From an optimization exercise on the open Yosys and OpenROAD flow, aimed at small area; shortcuts taken in it are not production practice.
The RTL was checked by simulation tests, not by an equivalence proof against the original design.
Power is estimated from default activity; no workload was simulated. The flow treats the clock pin as an ideal source, which a real chip does not have.

==> flow/design.v <==
module risc_v
(
 input   wire                        CLK,
 input   wire                        RST,
 output  wire     [31:0]             PC,
 input   wire     [31:0]             Instr,
 output  wire                        MemWrite,
 output  wire     [31:0]             DataAdr,
 output  wire     [31:0]             WriteData,
 input   wire     [31:0]             ReadData
);
 reg  [4:0] cnt;
 reg        ph;      
 reg        run;     
 always @(posedge CLK or negedge RST)
   if (!RST) begin
     cnt <= 5'd0;
     ph  <= 1'b0;
     run <= 1'b0;
   end else begin
     cnt <= cnt + 5'd1;
     if (cnt == 5'd31) begin
       if (run) ph <= ~ph;
       run <= 1'b1;
     end
   end
 wire c0  = (cnt == 5'd0);
 wire c2  = (cnt == 5'd2);
 wire c31 = (cnt == 5'd31);
 wire p1  = run & ~ph;
 wire p2  = run & ph;
 wire [6:0] op   = Instr[6:0];
 wire [2:0] f3   = Instr[14:12];
 wire isLd  = (op == 7'b0000011);
 wire isSt  = (op == 7'b0100011);
 wire isR   = (op == 7'b0110011);
 wire isI   = (op == 7'b0010011);
 wire isBr  = (op == 7'b1100011);
 wire isJal = (op == 7'b1101111);
 wire isAlu = isR | isI;
 wire fSlt  = (f3 == 3'b010);
 wire fOr   = (f3 == 3'b110);
 wire fAdd  = (f3 == 3'b000);
 wire sltu  = isAlu & fSlt;
 wire subop = isR & fAdd & Instr[30];
 wire doOr  = isAlu & fOr;
 wire doAnd = isAlu & ~(fAdd | fSlt | fOr);
 reg  [2:0] k;
 reg  [4:0] rdl;     
 wire wr   = k[2] | (k[1] & k[0]);
 wire jmp  = ~k[2] & k[1];
 wire st   = ~k[2] & ~k[1] & k[0];
 wire ld   = k[2] & ~k[1] & k[0];
 wire        swap = p1 ? isSt : (ph & st);
 wire [4:0]  adr2 = ph ? rdl : Instr[24:20];
 wire        wen  = swap | (p2 & wr);
 wire [31:0] rout;
 wire        wbit;
 reg  [31:0] wd;                        
 wire        wbus = run & (swap ? wd[0] : wbit);
 wire [3:0] wl;
 wire [7:0] wh;
 genvar g;
 generate
   for (g = 0; g < 4; g = g + 1) begin : dl
     assign wl[g] = ~run | (wen & (adr2[1:0] == g));
   end
   for (g = 0; g < 8; g = g + 1) begin : dh
     assign wh[g] = ~run | (adr2[4:2] == g);
   end
   for (g = 0; g < 31; g = g + 1) begin : rf
     reg  [31:0] x;
     wire we = wl[g % 4] & wh[g / 4];
     always @(posedge CLK)
       x <= {(we ? wbus : x[0]), x[31:1]};
     assign rout[g] = x[0];
   end
 endgenerate
 assign rout[31] = wd[0];
 wire a = rout[Instr[19:15]];
 wire b = rout[adr2];
 wire [15:0] i20 = {5'b0, Instr[30:20]};
 wire [7:0]  i7  = {3'b0, Instr[11:7]};
 wire [7:0]  i12 = Instr[19:12];
 wire m20 = i20[cnt[3:0]];                  
 wire m7  = i7[cnt[2:0]];                   
 wire m12 = i12[{cnt[4], cnt[1:0]}];        
 wire sb = isSt | isBr;
 wire lo5  = (cnt[4:3] == 2'b00) & (cnt[2:0] <= 3'd4);    
 wire lo11 = (cnt[4] == 1'b0) & (cnt[3:0] <= 4'd10);      
 wire k11  = (cnt == 5'd11);
 wire kj   = (cnt >= 5'd12) & (cnt <= 5'd19);
 reg im;
 always @(*) begin
   if (c0 & (isBr | isJal))       im = 1'b0;
   else if (lo5 & sb)             im = m7;
   else if (lo11)                 im = m20;
   else if (k11 & isBr)           im = Instr[7];
   else if (k11 & isJal)          im = Instr[20];
   else if (kj & isJal)           im = m12;
   else                           im = Instr[31];
 end
 reg  [31:0] pc_r;
 reg  [31:0] da;
 reg         c;      
 reg         e;      
 wire opA  = a & ~(isBr | isJal);
 wire opB  = isR ? b : im;
 wire inv  = subop | sltu;
 wire opBx = opB ^ inv;
 wire cin  = c0 ? (inv & ~ph) : c;
 wire sum  = opA ^ opBx ^ cin;
 wire cout = (opA & opBx) | (opA & cin) | (opBx & cin);
 wire res  = doOr ? (opA | opB) : (doAnd ? (opA & opB) : sum);
 wire eqin   = (c0 | e) & ~(a ^ b);
 wire pa     = pc_r[0];
 wire addend = jmp ? da[0] : c2;
 wire psum   = pa ^ addend ^ cin;
 wire pcout  = (pa & addend) | (pa & cin) | (addend & cin);
 wire inc    = c2 | (e & ~c0);
 wire link   = pa ^ inc;
 wire ldcap  = ph & c0 & ld;
 always @(posedge CLK) begin
   c  <= ph ? pcout : cout;
   e  <= ph ? (pa & inc) : eqin;
   da <= {res, (ldcap ? ReadData[31:1] : da[31:1])};
   if (~p1)
     pc_r <= {(run & psum), pc_r[31:1]};
   if (p1 & c31) begin
     rdl <= isSt ? Instr[24:20] : Instr[11:7];
     if (isLd)       k <= 3'b101;
     else if (isSt)  k <= 3'b001;
     else if (isJal) k <= 3'b011;
     else if (isBr)  k <= eqin ? 3'b010 : 3'b000;
     else if (isAlu) k <= sltu ? (cout ? 3'b110 : 3'b111) : 3'b100;
     else            k <= 3'b000;
   end
 end
 assign wbit = ~k[2] ? link :
               k[1]  ? (k[0] & c0) :
               ((k[0] & c0) ? ReadData[0] : da[0]);
 wire we31 = p2 & wr & (rdl == 5'd31);
 always @(posedge CLK)
   wd <= {(~run ? 1'b0 : swap ? b : we31 ? wbit : wd[0]), wd[31:1]};
 assign PC        = pc_r;
 assign DataAdr   = da;
 assign WriteData = wd;
 assign MemWrite  = p2 & c0 & st;
endmodule
Settings: LEC_CHECK=0, CAP_MARGIN=20, CORE_MARGIN=2, CORE_UTILIZATION=60, PLACE_DENSITY=0.85, SLEW_MARGIN=20; clock period 20.0 ns.
standard.sh (not shown) runs the stock make flow with config.mk's settings and CLKGATE_MAP_FILE= SYNTH_SCRIPT=/design/flow/synth_recipe.tcl, a recipe that flattens the netlist after the stock synthesis.
==> flow/flow/run.sh <==
#!/bin/bash
# Own flow: the standard layout (standard.sh, synth_recipe.tcl) with
#  - an area-oriented ABC script for the combinational logic (the registers,
#    their names and cells are those of the standard synthesis),
#  - the smallest buffer on the ports,
#  - a clock tree of the buffers below, without dummy loads.
# make's full output goes to standard.log; ORFS keeps each step's log
# under orfs/logs.
set -euo pipefail
here=$(pwd)
rm -rf "$here/scripts"
cp -r "$FLOW_HOME/scripts" "$here/scripts"
cp "$here/flow/abc_area.script" "$here/scripts/abc_speed.script"
export SCRIPTS_DIR="$here/scripts"
export BUFFER_PORTS_ARGS="-buffer_cell sky130_fd_sc_hd__buf_1"
export CTS_ARGS="-sink_clustering_enable -repair_clock_nets -dont_use_dummy_load -buf_list sky130_fd_sc_hd__buf_4 -sink_clustering_size 12 -sink_clustering_max_diameter 45"
bash standard.sh > standard.log 2>&1
==> flow/flow/abc_area.script <==
strash
&get -n
&st
&synch2
&if -K 6
&mfs
&st
&dch -f
&put
amap
topo
The starting point passed the timing, design-rule and antenna checks.
Edit:
--- a/flow/flow/run.sh
+++ b/flow/flow/run.sh
@@ -14,4 +14,4 @@
 export SCRIPTS_DIR="$here/scripts"
 export BUFFER_PORTS_ARGS="-buffer_cell sky130_fd_sc_hd__buf_1"
-export CTS_ARGS="-sink_clustering_enable -repair_clock_nets -dont_use_dummy_load -buf_list sky130_fd_sc_hd__buf_4 -sink_clustering_size 12 -sink_clustering_max_diameter 45"
+export CTS_ARGS="-sink_clustering_enable -repair_clock_nets -dont_use_dummy_load -buf_list sky130_fd_sc_hd__buf_4 -sink_clustering_size 13 -sink_clustering_max_diameter 40"
 bash standard.sh > standard.log 2>&1
==> flow/flow/abc_area.script (replaced) <==
strash
&get -n
&st
&synch2
&if -K 5
&mfs
&st
&synch2
&if -K 6
&mfs
&st
&dch -f
&put
amap
topo
Result: Routed wire length fell by about 3%. Sequential power barely changes. Register-to-register slack got worse by 0.47 ns. Synthesized cell count is about the same. Global-route usage is lower by 0.55 points. Via count shrinks by 1.8%. Area after synthesis stays flat.
Edit:
==> flow/flow/abc_area.script (replaced) <==
strash
&get -n
&st
&synch2
&if -K 6
&mfs
&st
&dch -f
&put
amap
topo
--- a/flow/config.mk
+++ b/flow/config.mk
@@ -8,5 +8,5 @@
 export CAP_MARGIN = 20
 export CORE_MARGIN = 2
-export CORE_UTILIZATION = 60
-export PLACE_DENSITY = 0.85
+export CORE_UTILIZATION = 50
+export PLACE_DENSITY = 0.8
 export SLEW_MARGIN = 20
After rerunning: Critical path depth goes down by 5; wire length goes up slightly; cell area goes up slightly; area after synthesis hardly moves; non-clock buffer count goes up by 2; worst setup slack is worse by 0.21 ns; clock skew goes up by 0.043 ns; sequential share of layout area goes down by 0.68 points.

---

risc_v, a different RTL version from the one above (not shown whole).
For scale: ~1100 flip-flops, about 160 I/O pins.
clock: 20.0 ns
lec_check: 0
cap_margin: 20
core_margin: 2
core_utilization: 60
place_density: 0.85
slew_margin: 20
==> flow/flow/run.sh <==
#!/bin/bash
# Own flow: the standard layout (standard.sh, synth_recipe.tcl) with
#  - an area-oriented ABC script for the combinational logic (the registers,
#    their names and cells are those of the standard synthesis),
#  - the smallest buffer on the ports,
#  - a clock tree of the buffers below, without dummy loads.
# make's full output goes to standard.log; ORFS keeps each step's log
# under orfs/logs.
set -euo pipefail
here=$(pwd)
rm -rf "$here/scripts"
cp -r "$FLOW_HOME/scripts" "$here/scripts"
cp "$here/flow/abc_area.script" "$here/scripts/abc_speed.script"
export SCRIPTS_DIR="$here/scripts"
export BUFFER_PORTS_ARGS="-buffer_cell sky130_fd_sc_hd__buf_1"
export CTS_ARGS="-sink_clustering_enable -repair_clock_nets -dont_use_dummy_load -buf_list {sky130_fd_sc_hd__clkbuf_4 sky130_fd_sc_hd__clkbuf_8} -sink_clustering_buffer sky130_fd_sc_hd__clkbuf_4 -sink_clustering_size 12 -sink_clustering_max_diameter 35"
bash standard.sh > standard.log 2>&1
==> flow/flow/abc_area.script <==
strash
&get -n
&st
&synch2
&if -K 6
&mfs
&st
&dch -f
&put
amap
topo
Edit:
--- a/flow/flow/run.sh
+++ b/flow/flow/run.sh
@@ -15,3 +15,3 @@
 export BUFFER_PORTS_ARGS="-buffer_cell sky130_fd_sc_hd__buf_1"
-export CTS_ARGS="-sink_clustering_enable -repair_clock_nets -dont_use_dummy_load -buf_list {sky130_fd_sc_hd__clkbuf_4 sky130_fd_sc_hd__clkbuf_8} -sink_clustering_buffer sky130_fd_sc_hd__clkbuf_4 -sink_clustering_size 12 -sink_clustering_max_diameter 35"
+export CTS_ARGS="-sink_clustering_enable -repair_clock_nets -dont_use_dummy_load -buf_list sky130_fd_sc_hd__clkbuf_8 -sink_clustering_size 22 -sink_clustering_max_diameter 45"
 bash standard.sh > standard.log 2>&1
Effect: Synthesized cell count stays the same. Wire length rises by 1.8%. Cell count falls by 1.9%. Global-route usage rises by 0.28 points. Sequential share of layout area falls by 0.18 points.

---

Another version of the RTL of risc_v (not shown whole).
For scale: ~1500 cells after synthesis.
make LEC_CHECK=0 CAP_MARGIN=20 CORE_MARGIN=2 CORE_UTILIZATION=30 CTS_BUF_LIST=sky130_fd_sc_hd__clkbuf_8 CTS_CLUSTER_DIAMETER=60 CTS_CLUSTER_SIZE=20 SLEW_MARGIN=20 finish   # period 20.0 ns
run.sh (not shown) runs the stock make flow with config.mk's settings and CLKGATE_MAP_FILE= SYNTH_SCRIPT=/design/flow/synth_recipe.tcl, a recipe that flattens the netlist after the stock synthesis.
Stock flow here: none of the scripts above is used.
Next try:
Settings changed: CTS_BUF_LIST sky130_fd_sc_hd__clkbuf_8 to unset, CTS_CLUSTER_DIAMETER 60 to unset, CTS_CLUSTER_SIZE 20 to unset.
Register-to-register slack is about the same.
Sequential power barely changes.
Total power rose by about 27%.

---

risc_v with an RTL version that a note above also has.
For scale: roughly 1500 cells after synthesis, roughly 1100 flip-flops, ~25000 um^2 of cells after synthesis.
// risc_v
module risc_v
(
 input   wire                        CLK,
 input   wire                        RST,
 output  wire     [31:0]             PC,
 input   wire     [31:0]             Instr,
 output  wire                        MemWrite,
 output  wire     [31:0]             DataAdr,
 output  wire     [31:0]             WriteData,
 input   wire     [31:0]             ReadData
);
clock: 20.0 ns
lec_check: 0
cap_margin: 20
core_margin: 2
core_utilization: 60
place_density: 0.85
slew_margin: 20
standard.sh (not shown) runs the stock make flow with config.mk's settings and CLKGATE_MAP_FILE= SYNTH_SCRIPT=/design/flow/synth_recipe.tcl, a recipe that flattens the netlist after the stock synthesis.
==> flow/flow/run.sh <==
#!/bin/bash
# Own flow: the standard layout (standard.sh, synth_recipe.tcl) with
#  - an area-oriented ABC script for the combinational logic (the registers,
#    their names and cells are those of the standard synthesis),
#  - the smallest buffer on the ports,
#  - a clock tree of the buffers below, without dummy loads.
# make's full output goes to standard.log; ORFS keeps each step's log
# under orfs/logs.
set -euo pipefail
here=$(pwd)
rm -rf "$here/scripts"
cp -r "$FLOW_HOME/scripts" "$here/scripts"
cp "$here/flow/abc_area.script" "$here/scripts/abc_speed.script"
export SCRIPTS_DIR="$here/scripts"
export BUFFER_PORTS_ARGS="-buffer_cell sky130_fd_sc_hd__buf_1"
export CTS_ARGS="-sink_clustering_enable -repair_clock_nets -dont_use_dummy_load -buf_list sky130_fd_sc_hd__clkbuf_8 -sink_clustering_size 20 -sink_clustering_max_diameter 40"
bash standard.sh > standard.log 2>&1
Scripts as last shown in full above: flow/flow/abc_area.script
==> next run, changes <==
--- a/flow/flow/run.sh
+++ b/flow/flow/run.sh
@@ -15,3 +15,3 @@
 export BUFFER_PORTS_ARGS="-buffer_cell sky130_fd_sc_hd__buf_1"
-export CTS_ARGS="-sink_clustering_enable -repair_clock_nets -dont_use_dummy_load -buf_list sky130_fd_sc_hd__clkbuf_8 -sink_clustering_size 20 -sink_clustering_max_diameter 40"
+export CTS_ARGS="-sink_clustering_enable -repair_clock_nets -dont_use_dummy_load -buf_list sky130_fd_sc_hd__clkbuf_4 -sink_clustering_size 12 -sink_clustering_max_diameter 35"
 bash standard.sh > standard.log 2>&1
Outcome:
- final cell count climbs by 1.1%
- wire length drops by 3.1%
- via count climbs by 1.1%
- sequential cell count is unchanged
- global-route usage drops by 0.55 points
- hold slack improves by 5.5 ps
- power drops by 4.9%

---

Starting RTL as in the previous note.
// risc_v
module risc_v
(
 input   wire                        CLK,
 input   wire                        RST,
 output  wire     [31:0]             PC,
 input   wire     [31:0]             Instr,
 output  wire                        MemWrite,
 output  wire     [31:0]             DataAdr,
 output  wire     [31:0]             WriteData,
 input   wire     [31:0]             ReadData
);
export LEC_CHECK = 0
export CAP_MARGIN = 20
export CORE_MARGIN = 2
export CORE_UTILIZATION = 30
export SLEW_MARGIN = 20
create_clock -name core_clock -period 20.0 [get_ports {CLK}]
==> flow/flow/run.sh <==
#!/bin/bash
# Own flow: the standard layout with the smallest buffer on the ports
# and a clock tree built from the buffers below, without dummy loads.
# make's full output goes to standard.log; ORFS keeps each step's log
# under orfs/logs.
set -euo pipefail
export BUFFER_PORTS_ARGS="-buffer_cell sky130_fd_sc_hd__buf_1"
export CTS_ARGS="-sink_clustering_enable -repair_clock_nets -dont_use_dummy_load -buf_list sky130_fd_sc_hd__clkbuf_8 sky130_fd_sc_hd__clkbuf_16 -sink_clustering_size 30 -sink_clustering_max_diameter 70"

bash standard.sh > standard.log 2>&1
The first run stopped in 4_1_cts (STA-0564).
Then changed:
==> flow/flow/run.sh (replaced) <==
#!/bin/bash
# Own flow: the standard layout (standard.sh, synth_recipe.tcl) with
#  - an area-oriented ABC script for the combinational logic (the registers,
#    their names and cells are those of the standard synthesis),
#  - the smallest buffer on the ports,
#  - a clock tree of the buffers below, without dummy loads.
# make's full output goes to standard.log; ORFS keeps each step's log
# under orfs/logs.
set -euo pipefail
here=$(pwd)
rm -rf "$here/scripts"
cp -r "$FLOW_HOME/scripts" "$here/scripts"
cp "$here/flow/abc_area.script" "$here/scripts/abc_speed.script"
export SCRIPTS_DIR="$here/scripts"
export BUFFER_PORTS_ARGS="-buffer_cell sky130_fd_sc_hd__buf_1"
export CTS_ARGS="-sink_clustering_enable -repair_clock_nets -dont_use_dummy_load -buf_list sky130_fd_sc_hd__clkbuf_16 -sink_clustering_size 34 -sink_clustering_max_diameter 55"
bash standard.sh > standard.log 2>&1
==> flow/flow/abc_area.script (new file) <==
strash
&get -n
&st
&synch2
&if -K 6
&mfs
&st
&dch -f
&put
amap
topo
--- a/flow/config.mk
+++ b/flow/config.mk
@@ -8,4 +8,5 @@
 export CAP_MARGIN = 20
 export CORE_MARGIN = 2
-export CORE_UTILIZATION = 30
+export CORE_UTILIZATION = 60
+export PLACE_DENSITY = 0.85
 export SLEW_MARGIN = 20
This time the run completed with no timing, DRC or antenna violations.
Synthesized cell count barely changes.
Synthesized area decreases by a few percent.
Then changed:
--- a/flow/flow/run.sh
+++ b/flow/flow/run.sh
@@ -14,4 +14,4 @@
 export SCRIPTS_DIR="$here/scripts"
 export BUFFER_PORTS_ARGS="-buffer_cell sky130_fd_sc_hd__buf_1"
-export CTS_ARGS="-sink_clustering_enable -repair_clock_nets -dont_use_dummy_load -buf_list sky130_fd_sc_hd__clkbuf_16 -sink_clustering_size 34 -sink_clustering_max_diameter 55"
+export CTS_ARGS="-sink_clustering_enable -repair_clock_nets -dont_use_dummy_load -buf_list sky130_fd_sc_hd__clkbuf_16 -sink_clustering_size 32 -sink_clustering_max_diameter 50"
 bash standard.sh > standard.log 2>&1
--- a/flow/config.mk
+++ b/flow/config.mk
@@ -8,5 +8,4 @@
 export CAP_MARGIN = 20
 export CORE_MARGIN = 2
-export CORE_UTILIZATION = 60
-export PLACE_DENSITY = 0.85
+export CORE_UTILIZATION = 30
 export SLEW_MARGIN = 20
What happened: The changed run completed without violations. Wire length falls by 9.1%. Power rises by 9.9%. Global-route usage falls by 11 points.
Then changed:
--- a/flow/flow/run.sh
+++ b/flow/flow/run.sh
@@ -14,4 +14,4 @@
 export SCRIPTS_DIR="$here/scripts"
 export BUFFER_PORTS_ARGS="-buffer_cell sky130_fd_sc_hd__buf_1"
-export CTS_ARGS="-sink_clustering_enable -repair_clock_nets -dont_use_dummy_load -buf_list sky130_fd_sc_hd__clkbuf_16 -sink_clustering_size 32 -sink_clustering_max_diameter 50"
+export CTS_ARGS="-sink_clustering_enable -repair_clock_nets -dont_use_dummy_load -buf_list sky130_fd_sc_hd__clkbuf_4 -sink_clustering_size 13 -sink_clustering_max_diameter 35"
 bash standard.sh > standard.log 2>&1
--- a/flow/config.mk
+++ b/flow/config.mk
@@ -8,4 +8,5 @@
 export CAP_MARGIN = 20
 export CORE_MARGIN = 2
-export CORE_UTILIZATION = 30
+export CORE_UTILIZATION = 60
+export PLACE_DENSITY = 0.85
 export SLEW_MARGIN = 20
Total power fell by 14%.
Via count rose by 3.4%.
Maximum frequency rose by 12%.
Then changed:
--- a/flow/flow/run.sh
+++ b/flow/flow/run.sh
@@ -14,4 +14,4 @@
 export SCRIPTS_DIR="$here/scripts"
 export BUFFER_PORTS_ARGS="-buffer_cell sky130_fd_sc_hd__buf_1"
-export CTS_ARGS="-sink_clustering_enable -repair_clock_nets -dont_use_dummy_load -buf_list sky130_fd_sc_hd__clkbuf_4 -sink_clustering_size 13 -sink_clustering_max_diameter 35"
+export CTS_ARGS="-sink_clustering_enable -repair_clock_nets -dont_use_dummy_load -buf_list sky130_fd_sc_hd__clkbuf_16 -sink_clustering_size 36 -sink_clustering_max_diameter 80"
 bash standard.sh > standard.log 2>&1
--- a/flow/config.mk
+++ b/flow/config.mk
@@ -8,5 +8,4 @@
 export CAP_MARGIN = 20
 export CORE_MARGIN = 2
-export CORE_UTILIZATION = 60
-export PLACE_DENSITY = 0.85
+export CORE_UTILIZATION = 30
 export SLEW_MARGIN = 20
Via count falls by 5.2%.
Critical path depth falls by 1.
Fmax falls by 11%.
Area after synthesis stays the same.
Then changed:
--- a/flow/flow/run.sh
+++ b/flow/flow/run.sh
@@ -14,4 +14,4 @@
 export SCRIPTS_DIR="$here/scripts"
 export BUFFER_PORTS_ARGS="-buffer_cell sky130_fd_sc_hd__buf_1"
-export CTS_ARGS="-sink_clustering_enable -repair_clock_nets -dont_use_dummy_load -buf_list sky130_fd_sc_hd__clkbuf_16 -sink_clustering_size 36 -sink_clustering_max_diameter 80"
+export CTS_ARGS="-sink_clustering_enable -repair_clock_nets -dont_use_dummy_load -buf_list sky130_fd_sc_hd__clkbuf_4 -sink_clustering_size 12 -sink_clustering_max_diameter 35"
 bash standard.sh > standard.log 2>&1
==> flow/flow/abc_area.script (replaced) <==
strash
&get -n
&st
&deepsyn -T 60
&st
&synch2
&if -K 6
&mfs
&st
&dch -f
&put
amap
topo
--- a/flow/config.mk
+++ b/flow/config.mk
@@ -8,4 +8,5 @@
 export CAP_MARGIN = 20
 export CORE_MARGIN = 2
-export CORE_UTILIZATION = 30
+export CORE_UTILIZATION = 60
+export PLACE_DENSITY = 0.85
 export SLEW_MARGIN = 20
=> Worst setup slack improved by 1.1 ns; critical path depth drops by 1; design area drops by 3.0%; utilization climbs by 32 points; wire length climbs by 10%; synthesized area barely changes; clock-buffer cell count climbs by 69.

[re-timing with driven ports]
The results above use ideal ports. As a check the final layouts listed here were re-extracted and re-timed, cells and wires unchanged.
Step 1 (the two cells are an assumption about what drives the block):
set clk [get_ports {CLK}]
set_driving_cell -lib_cell sky130_fd_sc_hd__clkbuf_16 $clk
set_driving_cell -lib_cell sky130_fd_sc_hd__buf_2 [delete_from_list [all_inputs] $clk]
Step 2 also shifts input and output timing later by t, the mid clock arrival at the registers, as if the neighbouring blocks saw the same clock.
Three values: ideal, step 1, step 2; two values: the first two.
run | t (ns) | slack for setup (ns) | slew at the worst register clock pin (ns)
the first run of note 1 | 0.712 | 12.694 / 12.652 / 12.502 | 0.11 / 0.11
the second run of note 1 | 0.727 | 12.813 / 12.832 / 12.105 | 0.12 / 0.12
the third run of note 1 | 0.730 | 12.606 / 12.565 / 12.527 | 0.11 / 0.11
the first run of note 2 | 0.668 | 12.801 / 12.818 / 12.149 | 0.12 / 0.12
the second run of note 2 | 0.647 | 12.794 / 12.808 / 12.161 | 0.12 / 0.12
the first run of note 3 | 0.729 | 12.622 / 12.568 / 12.051 | 0.11 / 0.11
the second run of note 3 | 0.695 | 12.683 / 12.626 / 12.057 | 0.07 / 0.07
the first run of note 4 | 0.664 | 12.838 / 12.854 / 12.190 | 0.12 / 0.12
the second run of note 4 | 0.816 | 12.932 / 12.949 / 12.133 | 0.12 / 0.12
the second run of note 5 | 0.619 | 12.697 / 12.708 / 12.089 | 0.12 / 0.12
the third run of note 5 | 0.642 | 12.060 / 12.077 / 11.435 | 0.11 / 0.11
the fourth run of note 5 | 0.802 | 12.927 / 12.945 / 12.142 | 0.12 / 0.12
the fifth run of note 5 | 0.615 | 12.008 / 12.026 / 11.411 | 0.12 / 0.12
the sixth run of note 5 | 0.829 | 13.133 / 13.133 / 12.305 | 0.12 / 0.12
After both steps every run listed still meets setup and hold. The setup slack of the sixth run of note 5, which loses most, moves by 0.000 ns with the drivers and by -0.828 ns with both steps.
